Context: an optimization exercise on an open-source flow, tuned for small area, a short achievable clock period and few clock cycles. The choices shown serve that exercise and are no tape-out recipe. Only simulation tests tie the RTL to the original design; equivalence was not proved. No activity file was given, so power comes from the tool's default toggle rates.

// freqcalccore_v1_0_S00_AXI
module freqcalccore_v1_0_S00_AXI #
	(
		parameter integer FHT_B = 7,
		parameter integer FHT_N = 2 ** FHT_B,
		parameter IDLE = 3'b000,
		parameter PRELOAD = 3'b001,
		parameter PREMULT_1 = 3'b010,
		parameter PREMULT_2 = 3'b011,
		parameter ACCUMULATION = 3'b100,
		parameter SQUARING = 3'b101,
		parameter CONVERSION = 3'b110,
		parameter FIND_MAX = 3'b111,
		parameter integer PDM_DIV = 2,
		parameter integer SAMPLE_DIV = 256,
		parameter integer C_S_AXI_DATA_WIDTH	= 32,
		parameter integer C_S_AXI_ADDR_WIDTH	= 4
	)
	(
		input wire pdm_data,
		output wire pdm_clk,
		output wire pdm_lrsel,
		output wire led0,
		output wire led1,
		input wire  S_AXI_ACLK,
		input wire  S_AXI_ARESETN,
		input wire [C_S_AXI_ADDR_WIDTH-1 : 0] S_AXI_AWADDR,
		input wire [2 : 0] S_AXI_AWPROT,
		input wire  S_AXI_AWVALID,
		output wire  S_AXI_AWREADY,
		input wire [C_S_AXI_DATA_WIDTH-1 : 0] S_AXI_WDATA,
		input wire [(C_S_AXI_DATA_WIDTH/8)-1 : 0] S_AXI_WSTRB,
		input wire  S_AXI_WVALID,
		output wire  S_AXI_WREADY,
		output wire [1 : 0] S_AXI_BRESP,
		output wire  S_AXI_BVALID,
		input wire  S_AXI_BREADY,
		input wire [C_S_AXI_ADDR_WIDTH-1 : 0] S_AXI_ARADDR,
		input wire [2 : 0] S_AXI_ARPROT,
		input wire  S_AXI_ARVALID,
		output wire  S_AXI_ARREADY,
		output wire [C_S_AXI_DATA_WIDTH-1 : 0] S_AXI_RDATA,
		output wire [1 : 0] S_AXI_RRESP,
		output wire  S_AXI_RVALID,
		input wire  S_AXI_RREADY
	);
  ...
Size in the first run: ~1300 flip-flops, roughly 100 I/O pins, ~59000 µm² of cells after synthesis.
==> flow/config.mk <==
export PLATFORM = sky130hd
export DESIGN_NAME = freqcalccore_v1_0_S00_AXI
export DESIGN_NICKNAME = freqcalccore_v1_0_S00_AXI
export VERILOG_FILES = /design/flow/design.v
export SDC_FILE = /design/flow/constraint.sdc
export NUM_CORES = 8
export LEC_CHECK = 0
export ABC_AREA = 1
export CAP_MARGIN = 20
export CORE_MARGIN = 2
export CORE_UTILIZATION = 50
export CTS_BUF_LIST = sky130_fd_sc_hd__clkbuf_8
export PLACE_DENSITY = 0.75
export SLEW_MARGIN = 20
==> flow/constraint.sdc <==
create_clock -name core_clock -period 12.0 [get_ports {S_AXI_ACLK}]
set_input_delay 2.4000 -clock core_clock [delete_from_list [all_inputs] [get_ports {S_AXI_ACLK}]]
set_output_delay 2.4000 -clock core_clock [all_outputs]
set_load 0.01 [all_outputs]
standard.sh (not shown) runs the stock make flow with config.mk's settings and CLKGATE_MAP_FILE= SYNTH_SCRIPT=/design/flow/synth_recipe.tcl, a recipe that flattens the netlist after the stock synthesis.
==> flow/flow/run.sh <==
#!/bin/bash
# Own layout flow: the standard flow (standard.sh, unchanged synthesis), with repair_timing
# aiming at a tighter setup margin so that the layout's reg-to-reg and port paths come out
# shorter, and clock tree synthesis without dummy balancing loads.  The clock period and the
# constraints are the design's (constraint.sdc).
set -euo pipefail
MARGIN=$(cat flow/margin.txt 2>/dev/null || echo 6)
CTS="-sink_clustering_enable -repair_clock_nets -dont_use_dummy_load -sink_clustering_size 15 -sink_clustering_max_diameter 80 -buf_list sky130_fd_sc_hd__clkbuf_8"
bash standard.sh SETUP_SLACK_MARGIN=$MARGIN TNS_END_PERCENT=100 "CTS_ARGS=$CTS" finish > standard_make.log 2>&1
==> flow/flow/margin.txt <==
6.8
Testbench counts at the start, summed over its fixed seeds: cycles 180.
Next try:
==> flow/flow/run.sh (replaced) <==
#!/bin/bash
# Own layout flow: the standard flow (standard.sh, unchanged synthesis), with repair_timing
# aiming at a tighter setup margin so that the layout's reg-to-reg and port paths come out
# shorter.  The clock period and the constraints are the design's (constraint.sdc).
set -euo pipefail
MARGIN=$(cat flow/margin.txt 2>/dev/null || echo 6)
bash standard.sh SETUP_SLACK_MARGIN=$MARGIN TNS_END_PERCENT=100 finish > standard_make.log 2>&1
--- a/flow/config.mk
+++ b/flow/config.mk
@@ -8 +7,0 @@
-export ABC_AREA = 1
@@ -11 +10 @@
-export CORE_UTILIZATION = 50
+export CORE_UTILIZATION = 40
@@ -13 +12 @@
-export PLACE_DENSITY = 0.75
+export PLACE_DENSITY = 0.6
Effect: The new run finished with timing, DRC and antenna clean. Setup slack gains 0.047 ns. Global-route usage fell by 4.5 points. First-iteration DRC count fell by 18%. Hold slack is about the same.
Next try:
--- a/flow/flow/run.sh
+++ b/flow/flow/run.sh
@@ -4 +4,3 @@
-# shorter.  The clock period and the constraints are the design's (constraint.sdc).
+# shorter; clock tree synthesis with larger sink clusters and without dummy balancing loads;
+# and the port buffers (every port still gets one) made of buf_2 cells.  The clock period and
+# the constraints are the design's (constraint.sdc).
@@ -7 +9,2 @@
-bash standard.sh SETUP_SLACK_MARGIN=$MARGIN TNS_END_PERCENT=100 finish > standard_make.log 2>&1
+CTS="-sink_clustering_enable -repair_clock_nets -dont_use_dummy_load -sink_clustering_size 18 -sink_clustering_max_diameter 60 -buf_list sky130_fd_sc_hd__clkbuf_8"
+bash standard.sh SETUP_SLACK_MARGIN=$MARGIN TNS_END_PERCENT=100 "CTS_ARGS=$CTS" "BUFFER_PORTS_ARGS=-buffer_cell sky130_fd_sc_hd__buf_2" finish > standard_make.log 2>&1
--- a/flow/config.mk
+++ b/flow/config.mk
@@ -7,0 +8 @@
+export ABC_AREA = 1
@@ -10 +11 @@
-export CORE_UTILIZATION = 40
+export CORE_UTILIZATION = 50
@@ -12 +13 @@
-export PLACE_DENSITY = 0.6
+export PLACE_DENSITY = 0.75
What happened: Final cell count goes up by 1.8%; flip-flop and latch count stays the same; final area goes down by 6.5%; synthesized cell count goes up by 14%.
Next try:
==> flow/flow/run.sh (replaced) <==
#!/bin/bash
# Own layout flow: the standard flow (standard.sh, unchanged synthesis), with repair_timing
# aiming at a tighter setup margin so that the layout's reg-to-reg and port paths come out
# shorter.  The clock period and the constraints are the design's (constraint.sdc).
set -euo pipefail
MARGIN=$(cat flow/margin.txt 2>/dev/null || echo 6)
bash standard.sh SETUP_SLACK_MARGIN=$MARGIN TNS_END_PERCENT=100 finish > standard_make.log 2>&1
- worst hold slack improved by 0.011 ns
- final area climbs by 4.8%
- utilization climbs by 2.6 points
- via count is higher by 2.2%
- non-clock buffer count drops by 9
- die area is unchanged
- first-iteration DRC count goes down by 10%
- cell count increases by 3.1%
- routed wire length is higher by 4.4%
- sequential power barely changes

== main ==
freqcalccore_v1_0_S00_AXI again, from the RTL that the note above started with.
Settings: LEC_CHECK=0, ABC_AREA=1, CAP_MARGIN=20, CORE_MARGIN=2, CORE_UTILIZATION=50, CTS_BUF_LIST=sky130_fd_sc_hd__clkbuf_8, PLACE_DENSITY=0.75, SLEW_MARGIN=20; clock period 12.0 ns.
==> flow/flow/run.sh <==
#!/bin/bash
# Own layout flow: the standard flow (standard.sh, unchanged synthesis), with repair_timing
# aiming at a tighter setup margin so that the layout's reg-to-reg and port paths come out
# shorter, and clock tree synthesis without dummy balancing loads.  The clock period and the
# constraints are the design's (constraint.sdc).
set -euo pipefail
MARGIN=$(cat flow/margin.txt 2>/dev/null || echo 6)
CTS="-sink_clustering_enable -repair_clock_nets -dont_use_dummy_load -sink_clustering_size 18 -sink_clustering_max_diameter 60 -buf_list sky130_fd_sc_hd__clkbuf_8"
bash standard.sh SETUP_SLACK_MARGIN=$MARGIN TNS_END_PERCENT=100 "CTS_ARGS=$CTS" finish > standard_make.log 2>&1
Scripts as last shown in full above: flow/flow/margin.txt
main: done, clean on timing, DRC and antenna
Testbench counts of main, summed over its fixed seeds: cycles 180.
Input-level comparison between the feature branch and main:
# main
export LEC_CHECK = 0
export ABC_AREA = 1
export CAP_MARGIN = 20
export CORE_MARGIN = 2
export CORE_UTILIZATION = 50
export CTS_BUF_LIST = sky130_fd_sc_hd__clkbuf_8
export PLACE_DENSITY = 0.75
export SLEW_MARGIN = 20
create_clock -name core_clock -period 12.0 [get_ports {S_AXI_ACLK}]
# the feature branch
export LEC_CHECK = 0
export CAP_MARGIN = 20
export CORE_MARGIN = 2
export CORE_UTILIZATION = 60
export CTS_BUF_LIST = sky130_fd_sc_hd__clkbuf_8
export PLACE_DENSITY = 0.82
export SLEW_MARGIN = 20
create_clock -name core_clock -period 12.0 [get_ports {S_AXI_ACLK}]
==> flow/flow/run.sh <==
#!/bin/bash
# Own layout flow: the standard flow (standard.sh, unchanged synthesis), with repair_timing
# aiming at a tighter setup margin so that the layout's reg-to-reg and port paths come out
# shorter.  The clock period and the constraints are the design's (constraint.sdc).
set -euo pipefail
MARGIN=$(cat flow/margin.txt 2>/dev/null || echo 6)
bash standard.sh SETUP_SLACK_MARGIN=$MARGIN TNS_END_PERCENT=100 finish > standard_make.log 2>&1
==> comparison <==
The feature branch does better than main on setup slack.
Against main, the feature branch reports a achievable clock frequency that is higher.
Between the feature branch and main, the hold slack does not differ in any meaningful way.

== ember ==
Another version of the RTL of freqcalccore_v1_0_S00_AXI (not shown whole).
Size: about 1300 flip-flops, ~100 I/O pins.
## freqcalccore_v1_0_S00_AXI
module freqcalccore_v1_0_S00_AXI #
	(
		parameter integer FHT_B = 7,
		parameter integer FHT_N = 2 ** FHT_B,
		parameter IDLE = 3'b000,
		parameter PRELOAD = 3'b001,
		parameter PREMULT_1 = 3'b010,
		parameter PREMULT_2 = 3'b011,
		parameter ACCUMULATION = 3'b100,
		parameter SQUARING = 3'b101,
		parameter CONVERSION = 3'b110,
		parameter FIND_MAX = 3'b111,
		parameter integer PDM_DIV = 2,
		parameter integer SAMPLE_DIV = 256,
		parameter integer C_S_AXI_DATA_WIDTH	= 32,
		parameter integer C_S_AXI_ADDR_WIDTH	= 4
	)
	(
		input wire pdm_data,
		output wire pdm_clk,
		output wire pdm_lrsel,
		output wire led0,
		output wire led1,
		input wire  S_AXI_ACLK,
		input wire  S_AXI_ARESETN,
		input wire [C_S_AXI_ADDR_WIDTH-1 : 0] S_AXI_AWADDR,
		input wire [2 : 0] S_AXI_AWPROT,
		input wire  S_AXI_AWVALID,
		output wire  S_AXI_AWREADY,
		input wire [C_S_AXI_DATA_WIDTH-1 : 0] S_AXI_WDATA,
		input wire [(C_S_AXI_DATA_WIDTH/8)-1 : 0] S_AXI_WSTRB,
		input wire  S_AXI_WVALID,
		output wire  S_AXI_WREADY,
		output wire [1 : 0] S_AXI_BRESP,
		output wire  S_AXI_BVALID,
		input wire  S_AXI_BREADY,
		input wire [C_S_AXI_ADDR_WIDTH-1 : 0] S_AXI_ARADDR,
		input wire [2 : 0] S_AXI_ARPROT,
		input wire  S_AXI_ARVALID,
		output wire  S_AXI_ARREADY,
		output wire [C_S_AXI_DATA_WIDTH-1 : 0] S_AXI_RDATA,
		output wire [1 : 0] S_AXI_RRESP,
		output wire  S_AXI_RVALID,
		input wire  S_AXI_RREADY
	);
clock: 12.0 ns
lec_check: 0
abc_area: 1
cap_margin: 20
core_margin: 2
core_utilization: 50
cts_buf_list: sky130_fd_sc_hd__clkbuf_8
place_density: 0.75
slew_margin: 20
==> flow/flow/run.sh <==
#!/bin/bash
# Own layout flow: the standard flow (standard.sh, unchanged synthesis), with repair_timing
# aiming at a tighter setup margin so that the layout's reg-to-reg and port paths come out
# shorter; clock tree synthesis with larger sink clusters and without dummy balancing loads;
# and the port buffers (every port still gets one) made of buf_2 cells.  The clock period and
# the constraints are the design's (constraint.sdc).
set -euo pipefail
MARGIN=$(cat flow/margin.txt 2>/dev/null || echo 6)
CTS="-sink_clustering_enable -repair_clock_nets -dont_use_dummy_load -sink_clustering_size 22 -sink_clustering_max_diameter 50 -buf_list sky130_fd_sc_hd__clkbuf_8"
bash standard.sh SETUP_SLACK_MARGIN=$MARGIN TNS_END_PERCENT=100 "CTS_ARGS=$CTS" "BUFFER_PORTS_ARGS=-buffer_cell sky130_fd_sc_hd__buf_2" finish > standard_make.log 2>&1
==> flow/flow/margin.txt <==
6.95
ember reached the end of the flow, and the finished layout is clean on the timing, design-rule and antenna checks.
Testbench counts of ember, summed over its fixed seeds: cycles 180.
Relative to ember, the following input files were edited for xenon:
-- flow/flow/run.sh --
<<< ember, line 7
set -euo pipefail
MARGIN=$(cat flow/margin.txt 2>/dev/null || echo 6)
CTS="-sink_clustering_enable -repair_clock_nets -dont_use_dummy_load -sink_clustering_size 22 -sink_clustering_max_diameter 50 -buf_list sky130_fd_sc_hd__clkbuf_8"
bash standard.sh SETUP_SLACK_MARGIN=$MARGIN TNS_END_PERCENT=100 "CTS_ARGS=$CTS" "BUFFER_PORTS_ARGS=-buffer_cell sky130_fd_sc_hd__buf_2" finish > standard_make.log 2>&1
>>> xenon, line 7
set -euo pipefail
MARGIN=$(cat flow/margin.txt 2>/dev/null || echo 6)
CTS="-sink_clustering_enable -repair_clock_nets -dont_use_dummy_load -sink_clustering_size 12 -sink_clustering_max_diameter 40 -sink_clustering_buffer sky130_fd_sc_hd__clkbuf_4 -buf_list sky130_fd_sc_hd__clkbuf_4 sky130_fd_sc_hd__clkbuf_8"
bash standard.sh SETUP_SLACK_MARGIN=$MARGIN TNS_END_PERCENT=100 "CTS_ARGS=$CTS" "BUFFER_PORTS_ARGS=-buffer_cell sky130_fd_sc_hd__buf_2" finish > standard_make.log 2>&1
==> comparison <==
- Compared ember against xenon; cell count after placement within noise.
- Diff ember..xenon | placer congestion estimate | unchanged
- xenon: STA-0564 in 4_1_cts -> run aborted
- Per the comparison of xenon with ember, synthesized area has remained practically unchanged; half-perimeter wire length after placement has remained practically unchanged; post-synthesis compound-gate area fraction has remained practically unchanged; mux contribution to synthesized area has remained practically unchanged.
- Number of top-level design ports: xenon vs ember identical
- Number of instances in the synthesized netlist: ember vs xenon identical
diff inputs: xenon => tundra
- GPL_TIMING_DRIVEN newly set to 0
==> flow/flow/run.sh <==
#!/bin/bash
# Own layout flow: the standard flow (standard.sh, unchanged synthesis), with repair_timing
# aiming at a tighter setup margin so that the layout's reg-to-reg and port paths come out
# shorter; clock tree synthesis with larger sink clusters and without dummy balancing loads;
# and the port buffers (every port still gets one) made of buf_2 cells.  The clock period and
# the constraints are the design's (constraint.sdc).
set -euo pipefail
MARGIN=$(cat flow/margin.txt 2>/dev/null || echo 6)
CTS="-sink_clustering_enable -repair_clock_nets -dont_use_dummy_load -sink_clustering_size 18 -sink_clustering_max_diameter 60 -buf_list sky130_fd_sc_hd__clkbuf_8"
bash standard.sh SETUP_SLACK_MARGIN=$MARGIN TNS_END_PERCENT=100 "CTS_ARGS=$CTS" "BUFFER_PORTS_ARGS=-buffer_cell sky130_fd_sc_hd__buf_2" finish > standard_make.log 2>&1
--- outcome ---
tundra completed; timing, DRC and antenna clean
Post-synthesis instance area: xenon vs tundra identical
Reported for xenon and tundra, count of mapped cells out of synthesis turned out identical to the last digit.
As far as number of flip-flops and latches in the synthesized netlist goes, tundra and xenon are indistinguishable; the numbers are identical.
Delta (tundra minus xenon): y dimension of the die about even; cell area after placement rose 0.92%; HPWL reported at the end of detailed placement rose about 12%; effective utilization at floorplan about even.
Looking at setup slack after placement, tundra sits above xenon.
Diff tundra..xenon | multiplexer share of the synthesized area | unchanged
[tundra] number of cells after detailed placement rose 1.9% relative to xenon
Cmp xenon and tundra / routability congestion estimate / higher: xenon
Input changes introduced in fjord (baseline for comparison: tundra):
- GPL_TIMING_DRIVEN: 0 -> unset
- PLACE_DENSITY: 0.75 -> 0.7
- CORE_UTILIZATION: 50 -> 45
==> comparison <==
fjord: all stages complete, timing, DRC and antenna checks passed
The cell area was comparable across fjord and tundra.
| part of the power in the clock network | fjord vs tundra | ≈ equal |
fjord — met2 layer usage reported by global route 8.7 points lower, tundra as reference
Proportion of cell area occupied by registers: fjord vs tundra, no meaningful difference

[static timing again, ports no longer ideal]
In the flow no input, the clock included, has a driving cell. The finished layouts below were timed again as built, in two steps.
Step 1 (the two cells are an assumption about what drives the block):
set clk [get_ports {S_AXI_ACLK}]
set_driving_cell -lib_cell sky130_fd_sc_hd__clkbuf_16 $clk
set_driving_cell -lib_cell sky130_fd_sc_hd__buf_2 [delete_from_list [all_inputs] $clk]
Step 2 moves the port delays by t, midway between the first and last clock arrival at a register: inputs arrive t later, outputs are due t later. That takes back most of the time a late clock gives input paths.
Slacks: no drivers / after step 1 / after step 2; pairs: no drivers / after step 1.
run	t, ns	setup WS [ns]	worst register clock-pin slew, ns	worst data-port slew with drivers (ns)
the first run of note 1	0.851	6.820 / 6.795 / 6.795	0.11 / 0.11	0.04
the second run of note 1	0.991	6.867 / 6.842 / 6.842	0.07 / 0.07	0.05
the third run of note 1	0.832	6.902 / 6.902 / 6.902	0.11 / 0.11	0.03
the fourth run of note 1	0.988	6.820 / 6.795 / 6.795	0.08 / 0.08	0.05
main	0.867	6.820 / 6.795 / 6.795	0.11 / 0.11	0.04
the feature branch	0.931	6.870 / 6.840 / 6.840	0.07 / 0.07	0.05
ember	0.863	6.982 / 6.948 / 6.948	0.12 / 0.12	0.05
tundra	0.807	6.889 / 6.838 / 6.838	0.11 / 0.11	0.07
fjord	0.863	6.960 / 6.934 / 6.934	0.12 / 0.12	0.06
After both steps every run listed still meets setup and hold. For tundra, which loses most, drivers alone change the setup slack by -0.051 ns; drivers and shift together by -0.051 ns.
